Source: an optimization exercise on an open RTL-to-GDS flow (aim: small area and a short achievable clock period). Production flows keep margins and buffers that such runs may drop.
In this exercise RTL edits were held to simulation tests only and were not proved equivalent to the original.
Power and IR drop assume default switching activity.

## run 1
==> flow/design.v (excerpt) <==
module LabFPGA2 #(
	parameter int WIDTH = 24,
	parameter int DIVIDER = 40
)(
	input		logic					clk_i,
										rst_i,
										en_reg_i,
										sw_reg_b_i,
										slct_op_i,
										slct_byte_i,
										slct_sb_i,
	input		logic	[3:0]			cntrl_alu_i,
	input		logic	[3:0]			op_i,
	output	logic	[3:0]			flag_o,
	output	logic	[41:0]		display_o,
	output	logic	[1:0]			counter_slct_op_o,
										counter_slct_byte_o,
	output 	logic					sb_op_o
);
Settings: LEC_CHECK=0, CAP_MARGIN=20, CORE_MARGIN=2, CORE_UTILIZATION=40, SLEW_MARGIN=20, SYNTH_HIERARCHICAL=1; clock period 12.0 ns.
standard.sh (not shown) runs the stock make flow with config.mk's settings and CLKGATE_MAP_FILE= SYNTH_SCRIPT=/design/flow/synth_recipe.tcl, a recipe that flattens the netlist after the stock synthesis.
==> flow/flow/run.sh <==
#!/bin/bash
# Own layout flow: the standard ORFS flow (standard.sh) with
#  - the standard synthesis script (synth_recipe.tcl, hierarchical), but ABC's mapping run
#    on each module separately: flow/abc_dp.script on the operand
#    datapath alu_dp, flow/abc_area.script on alu_out and the top module, without the
#    slow cells listed in flow/dont_use.txt; and no full/half-adder cell extraction;
#  - port buffers of type buf_2;
#  - extra ORFS settings from flow/knobs.txt (one VAR=value per line).
# The make output goes to flow_make.log; ORFS keeps each step's log under orfs/logs.
set -euo pipefail
W=$(pwd)
cat > "$W/my_synth.tcl" <<EOT
proc abc {args} {
  set i [lsearch -exact \$args -script]
  set j [expr {\$i + 1}]
  set a [lreplace \$args \$j \$j $W/flow/abc_area.script]
  set f [open $W/flow/dont_use.txt r]
  foreach c [split [string trim [read \$f]]] { if {\$c ne ""} { lappend a -dont_use \$c } }
  close \$f
  set d [lreplace \$a \$j \$j $W/flow/abc_dp.script]
  yosys abc {*}\$d alu_dp
  yosys abc {*}\$a alu_out
  yosys abc {*}\$a LabFPGA2
}
source $W/synth_recipe.tcl
EOT
KNOBS=()
while IFS= read -r line; do
  [[ -z "$line" || "$line" == \#* ]] && continue
  KNOBS+=("$line")
done < "$W/flow/knobs.txt"
bash "$W/standard.sh" \
  "SYNTH_SCRIPT=$W/my_synth.tcl" \
  "ADDER_MAP_FILE=" \
  "BUFFER_PORTS_ARGS=-buffer_cell sky130_fd_sc_hd__buf_2" \
  "${KNOBS[@]}" \
  finish > "$W/flow_make.log" 2>&1
==> flow/flow/abc_area.script <==
strash
&get -n
&st
&dch -f
&nf -R 1000 -p
&put
mfs2
strash
&get -n
&dch -f
&nf -R 1000 -p
&put
topo
stime -c
dnsize -c
==> flow/flow/abc_dp.script <==
strash
&get -n
&st
&dch -f
&nf -R 1000 -p
&put
mfs2
strash
&get -n
&dch -f
&nf -R 1000 -p
&put
topo
stime -c
dnsize -c
==> flow/flow/dont_use.txt <==
sky130_fd_sc_hd__a222oi_1 sky130_fd_sc_hd__or4_1 sky130_fd_sc_hd__or4_2 sky130_fd_sc_hd__or4_4 sky130_fd_sc_hd__or4b_1 sky130_fd_sc_hd__or4b_2 sky130_fd_sc_hd__or4b_4 sky130_fd_sc_hd__or4bb_1 sky130_fd_sc_hd__or4bb_2 sky130_fd_sc_hd__or4bb_4 sky130_fd_sc_hd__or3_1 sky130_fd_sc_hd__or3_2 sky130_fd_sc_hd__or3_4 sky130_fd_sc_hd__or3b_1 sky130_fd_sc_hd__or3b_2 sky130_fd_sc_hd__or3b_4 sky130_fd_sc_hd__mux4_1 sky130_fd_sc_hd__mux4_2 sky130_fd_sc_hd__mux4_4 sky130_fd_sc_hd__nor4_1 sky130_fd_sc_hd__nor4_2 sky130_fd_sc_hd__nor4_4 sky130_fd_sc_hd__nor4b_1 sky130_fd_sc_hd__nor4b_2 sky130_fd_sc_hd__nor4b_4 sky130_fd_sc_hd__nor4bb_1 sky130_fd_sc_hd__nor4bb_2 sky130_fd_sc_hd__nor4bb_4 sky130_fd_sc_hd__a2111oi_0 sky130_fd_sc_hd__a2111oi_1 sky130_fd_sc_hd__a2111oi_2 sky130_fd_sc_hd__a2111oi_4 sky130_fd_sc_hd__o2111ai_1 sky130_fd_sc_hd__o2111ai_2 sky130_fd_sc_hd__o2111ai_4 sky130_fd_sc_hd__a2111o_1 sky130_fd_sc_hd__a2111o_2 sky130_fd_sc_hd__a2111o_4 sky130_fd_sc_hd__o2111a_1 sky130_fd_sc_hd__o2111a_2 sky130_fd_sc_hd__o2111a_4
==> flow/flow/knobs.txt <==
ABC_AREA=1
SETUP_SLACK_MARGIN=4
CORE_UTILIZATION=65
CTS_BUF_LIST=sky130_fd_sc_hd__clkbuf_8
CTS_CLUSTER_SIZE=40
Run 1 completed end to end with timing, DRC and antenna clean.
--- input diff run 1..run 2 ---
==> flow/flow/run.sh <==
#!/bin/bash
# Own layout flow: the standard ORFS flow (standard.sh) with
#  - the standard synthesis script (synth_recipe.tcl, hierarchical), but ABC's mapping run
#    per module: flow/abc_dp.script on the operand datapath alu_dp, flow/abc_out.script
#    on the result/display logic alu_out and flow/abc_area.script on the top module;
#    no full/half-adder cell extraction;
#  - port buffers of type buf_2;
#  - extra ORFS settings from flow/knobs.txt (one VAR=value per line).
# The make output goes to flow_make.log; ORFS keeps each step's log under orfs/logs.
set -euo pipefail
W=$(pwd)
cat > "$W/my_synth.tcl" <<EOT
proc abc {args} {
  set i [lsearch -exact \$args -script]
  set j [expr {\$i + 1}]
  yosys abc {*}[lreplace \$args \$j \$j $W/flow/abc_dp.script] alu_dp
  yosys abc {*}[lreplace \$args \$j \$j $W/flow/abc_out.script] alu_out
  yosys abc {*}[lreplace \$args \$j \$j $W/flow/abc_area.script] LabFPGA2
}
source $W/synth_recipe.tcl
EOT
KNOBS=()
while IFS= read -r line; do
  [[ -z "$line" || "$line" == \#* ]] && continue
  KNOBS+=("$line")
done < "$W/flow/knobs.txt"
bash "$W/standard.sh" \
  "SYNTH_SCRIPT=$W/my_synth.tcl" \
  "ADDER_MAP_FILE=" \
  "BUFFER_PORTS_ARGS=-buffer_cell sky130_fd_sc_hd__buf_2" \
  "${KNOBS[@]}" \
  finish > "$W/flow_make.log" 2>&1
-- flow/flow/abc_area.script --
<<< run 1, line 13
topo
stime -c
dnsize -c
>>> run 2, line 13
topo
stime -c
buffer -c
upsize -c
dnsize -c
==> flow/flow/abc_dp.script <==
strash
dch
map
topo
stime -c
buffer -c
upsize -c
dnsize -c
==> flow/flow/abc_out.script (new file) <==
strash
&get -n
&st
&dch -f
&nf -R 1000 -p
&put
mfs2
strash
&get -n
&dch -f
&nf -R 1000 -p
&put
topo
stime -c
buffer -c
upsize -c
dnsize -c
==> flow/flow/knobs.txt <==
ABC_AREA=1
SETUP_SLACK_MARGIN=4
removed: flow/flow/dont_use.txt
Findings:
Run 2 has final critical-path required period below what run 1 had. Run 2 — synthesized cell count 200 higher, run 1 as reference. Run 2 vs run 1: final design instance area without fill up. The start point of the critical path comes out cntrl_alu_i[0] in one run and cntrl_alu_i[1] in the other, namely in run 2 and run 1 respectively. Compared with run 1, fmax in run 2 increased slightly. ~same clock slew seen by the registers of the worst setup and hold paths in run 1 and run 2. [compare] base=run 1 new=run 2: net load switching power shows an increase of 19%, utilization shows a reduction of 29 points, via count shows an increase of 424, net switching fraction of the power shows an increase of 1.5 points.
> inputs changed (run 2 -> run 3)
==> flow/flow/run.sh <==
#!/bin/bash
# Own layout flow: the standard ORFS flow (standard.sh) with
#  - the standard synthesis script (synth_recipe.tcl, hierarchical), but ABC's mapping run
#    on each module separately: flow/abc_dp.script on the operand
#    datapath alu_dp, flow/abc_area.script on alu_out and the top module, without the
#    slow cells listed in flow/dont_use.txt; and no full/half-adder cell extraction;
#  - port buffers of type buf_2;
#  - extra ORFS settings from flow/knobs.txt (one VAR=value per line).
# The make output goes to flow_make.log; ORFS keeps each step's log under orfs/logs.
set -euo pipefail
W=$(pwd)
cat > "$W/my_synth.tcl" <<EOT
proc abc {args} {
  set i [lsearch -exact \$args -script]
  set j [expr {\$i + 1}]
  set a [lreplace \$args \$j \$j $W/flow/abc_area.script]
  set f [open $W/flow/dont_use.txt r]
  foreach c [split [string trim [read \$f]]] { if {\$c ne ""} { lappend a -dont_use \$c } }
  close \$f
  set d [lreplace \$a \$j \$j $W/flow/abc_dp.script]
  yosys abc {*}\$d alu_dp
  yosys abc {*}\$a alu_out
  yosys abc {*}\$a LabFPGA2
}
source $W/synth_recipe.tcl
EOT
KNOBS=()
while IFS= read -r line; do
  [[ -z "$line" || "$line" == \#* ]] && continue
  KNOBS+=("$line")
done < "$W/flow/knobs.txt"
bash "$W/standard.sh" \
  "SYNTH_SCRIPT=$W/my_synth.tcl" \
  "ADDER_MAP_FILE=" \
  "BUFFER_PORTS_ARGS=-buffer_cell sky130_fd_sc_hd__buf_2" \
  "${KNOBS[@]}" \
  finish > "$W/flow_make.log" 2>&1
-- flow/flow/abc_area.script --
<<< run 2, line 13
topo
stime -c
buffer -c
upsize -c
dnsize -c
>>> run 3, line 13
topo
stime -c
dnsize -c
==> flow/flow/abc_dp.script <==
strash
&get -n
&st
&dch -f
&nf -R 1000 -p
&put
mfs2
strash
&get -n
&dch -f
&nf -R 1000 -p
&put
topo
stime -c
buffer -c
upsize -c
dnsize -c
==> flow/flow/dont_use.txt (new file) <==
sky130_fd_sc_hd__a222oi_1 sky130_fd_sc_hd__or4_1 sky130_fd_sc_hd__or4_2 sky130_fd_sc_hd__or4_4 sky130_fd_sc_hd__or4b_1 sky130_fd_sc_hd__or4b_2 sky130_fd_sc_hd__or4b_4 sky130_fd_sc_hd__or4bb_1 sky130_fd_sc_hd__or4bb_2 sky130_fd_sc_hd__or4bb_4 sky130_fd_sc_hd__or3_1 sky130_fd_sc_hd__or3_2 sky130_fd_sc_hd__or3_4 sky130_fd_sc_hd__or3b_1 sky130_fd_sc_hd__or3b_2 sky130_fd_sc_hd__or3b_4 sky130_fd_sc_hd__mux4_1 sky130_fd_sc_hd__mux4_2 sky130_fd_sc_hd__mux4_4 sky130_fd_sc_hd__nor4_1 sky130_fd_sc_hd__nor4_2 sky130_fd_sc_hd__nor4_4 sky130_fd_sc_hd__nor4b_1 sky130_fd_sc_hd__nor4b_2 sky130_fd_sc_hd__nor4b_4 sky130_fd_sc_hd__nor4bb_1 sky130_fd_sc_hd__nor4bb_2 sky130_fd_sc_hd__nor4bb_4 sky130_fd_sc_hd__a2111oi_0 sky130_fd_sc_hd__a2111oi_1 sky130_fd_sc_hd__a2111oi_2 sky130_fd_sc_hd__a2111oi_4 sky130_fd_sc_hd__o2111ai_1 sky130_fd_sc_hd__o2111ai_2 sky130_fd_sc_hd__o2111ai_4 sky130_fd_sc_hd__a2111o_1 sky130_fd_sc_hd__a2111o_2 sky130_fd_sc_hd__a2111o_4 sky130_fd_sc_hd__o2111a_1 sky130_fd_sc_hd__o2111a_2 sky130_fd_sc_hd__o2111a_4
==> flow/flow/knobs.txt <==
ABC_AREA=1
SETUP_SLACK_MARGIN=4.3
CORE_UTILIZATION=65
CTS_BUF_LIST=sky130_fd_sc_hd__clkbuf_8
CTS_CLUSTER_SIZE=40
removed: flow/flow/abc_out.script
- Met2 wire length (run 3 / run 2): 0.821
- Total power of run 3 is lower than that of run 2.
- Run 3 vs. run 2: die area fell about 43%, combinational group share of total power rose 2.1 points, total routing resource utilization after global routing rose 14 points, final clock period utilization by the worst path fell 1.9 points.
- Of the two values seen for cell with the largest stage delay on the worst path, a221oi_1 was produced by run 3 and a21oi_1 by run 2.
> inputs changed (run 3 -> run 4)
==> flow/flow/run.sh <==
#!/bin/bash
# Own layout flow: the standard ORFS flow (standard.sh) with
#  - the standard synthesis script (synth_recipe.tcl, hierarchical), but ABC's mapping run
#    on each module (alu_dp, alu_out, top) separately with flow/abc_area.script, without
#    the slow cells listed in flow/dont_use.txt, and no full/half-adder cell extraction;
#  - port buffers of type buf_2;
#  - extra ORFS settings from flow/knobs.txt (one VAR=value per line).
# The make output goes to flow_make.log; ORFS keeps each step's log under orfs/logs.
set -euo pipefail
W=$(pwd)
cat > "$W/my_synth.tcl" <<EOT
proc abc {args} {
  set i [lsearch -exact \$args -script]
  set j [expr {\$i + 1}]
  set a [lreplace \$args \$j \$j $W/flow/abc_area.script]
  set f [open $W/flow/dont_use.txt r]
  foreach c [split [string trim [read \$f]]] { if {\$c ne ""} { lappend a -dont_use \$c } }
  close \$f
  yosys abc {*}\$a alu_dp
  yosys abc {*}\$a alu_out
  yosys abc {*}\$a LabFPGA2
}
source $W/synth_recipe.tcl
EOT
KNOBS=()
while IFS= read -r line; do
  [[ -z "$line" || "$line" == \#* ]] && continue
  KNOBS+=("$line")
done < "$W/flow/knobs.txt"
bash "$W/standard.sh" \
  "SYNTH_SCRIPT=$W/my_synth.tcl" \
  "ADDER_MAP_FILE=" \
  "BUFFER_PORTS_ARGS=-buffer_cell sky130_fd_sc_hd__buf_2" \
  "${KNOBS[@]}" \
  finish > "$W/flow_make.log" 2>&1
-- flow/flow/abc_area.script --
<<< run 3, line 13
topo
stime -c
dnsize -c
>>> run 4, line 13
topo
stime -c
buffer -c
upsize -c
dnsize -c
==> flow/flow/knobs.txt <==
ABC_AREA=1
SETUP_SLACK_MARGIN=4
CORE_UTILIZATION=65
CTS_BUF_LIST=sky130_fd_sc_hd__clkbuf_8
CTS_CLUSTER_SIZE=40
RECOVER_POWER=100
removed: flow/flow/abc_dp.script
[summary]
Layout checks on run 4: not met. Flow itself completed; violations: max-capacitance violations, max-slew violations.
Fraction of area in registers was higher in run 4 than in run 3.
Delta (run 4 minus run 3): clock-cell share of area roughly the same, number of buffer and inverter stages on the critical path fell by 1, wire length increased by 2.1 mm relative to the old numbers.
Re number of buffers other than clock buffers in the final layout: run 4 is 9 down on run 3.

[separate check: timing with driven ports]
In the flow no input, the clock included, has a driving cell. The finished layouts below were timed again as built, in two steps. Step 1 sets driving cells, clkbuf_16 on the clock port and buf_2 on the other inputs (assumed; they add their load-dependent delay and slew). Step 2 also shifts input and output timing later by t, the mid clock arrival at the registers, as if the neighbouring blocks saw the same clock. Three values: ideal ports, drivers, drivers and shift; two values: the first two.
| run | t (ns) | setup WS [ns] | worst setup path at the end | worst data-port slew with drivers (ns) |
|---|---|---|---|---|
| run 1 | 0.394 | 4.007 / 3.983 / 3.983 | input to output | 0.03 |
| run 2 | 0.384 | 4.077 / 4.054 / 4.054 | input to output | 0.04 |
| run 3 | 0.375 | 4.300 / 4.272 / 4.273 | input to output | 0.04 |
| run 4 | 0.391 | 3.389 / 3.364 / 3.364 | input to output | 0.03 |
For run 3, which loses most, drivers alone change the setup slack by -0.028 ns; drivers and shift together by -0.027 ns.
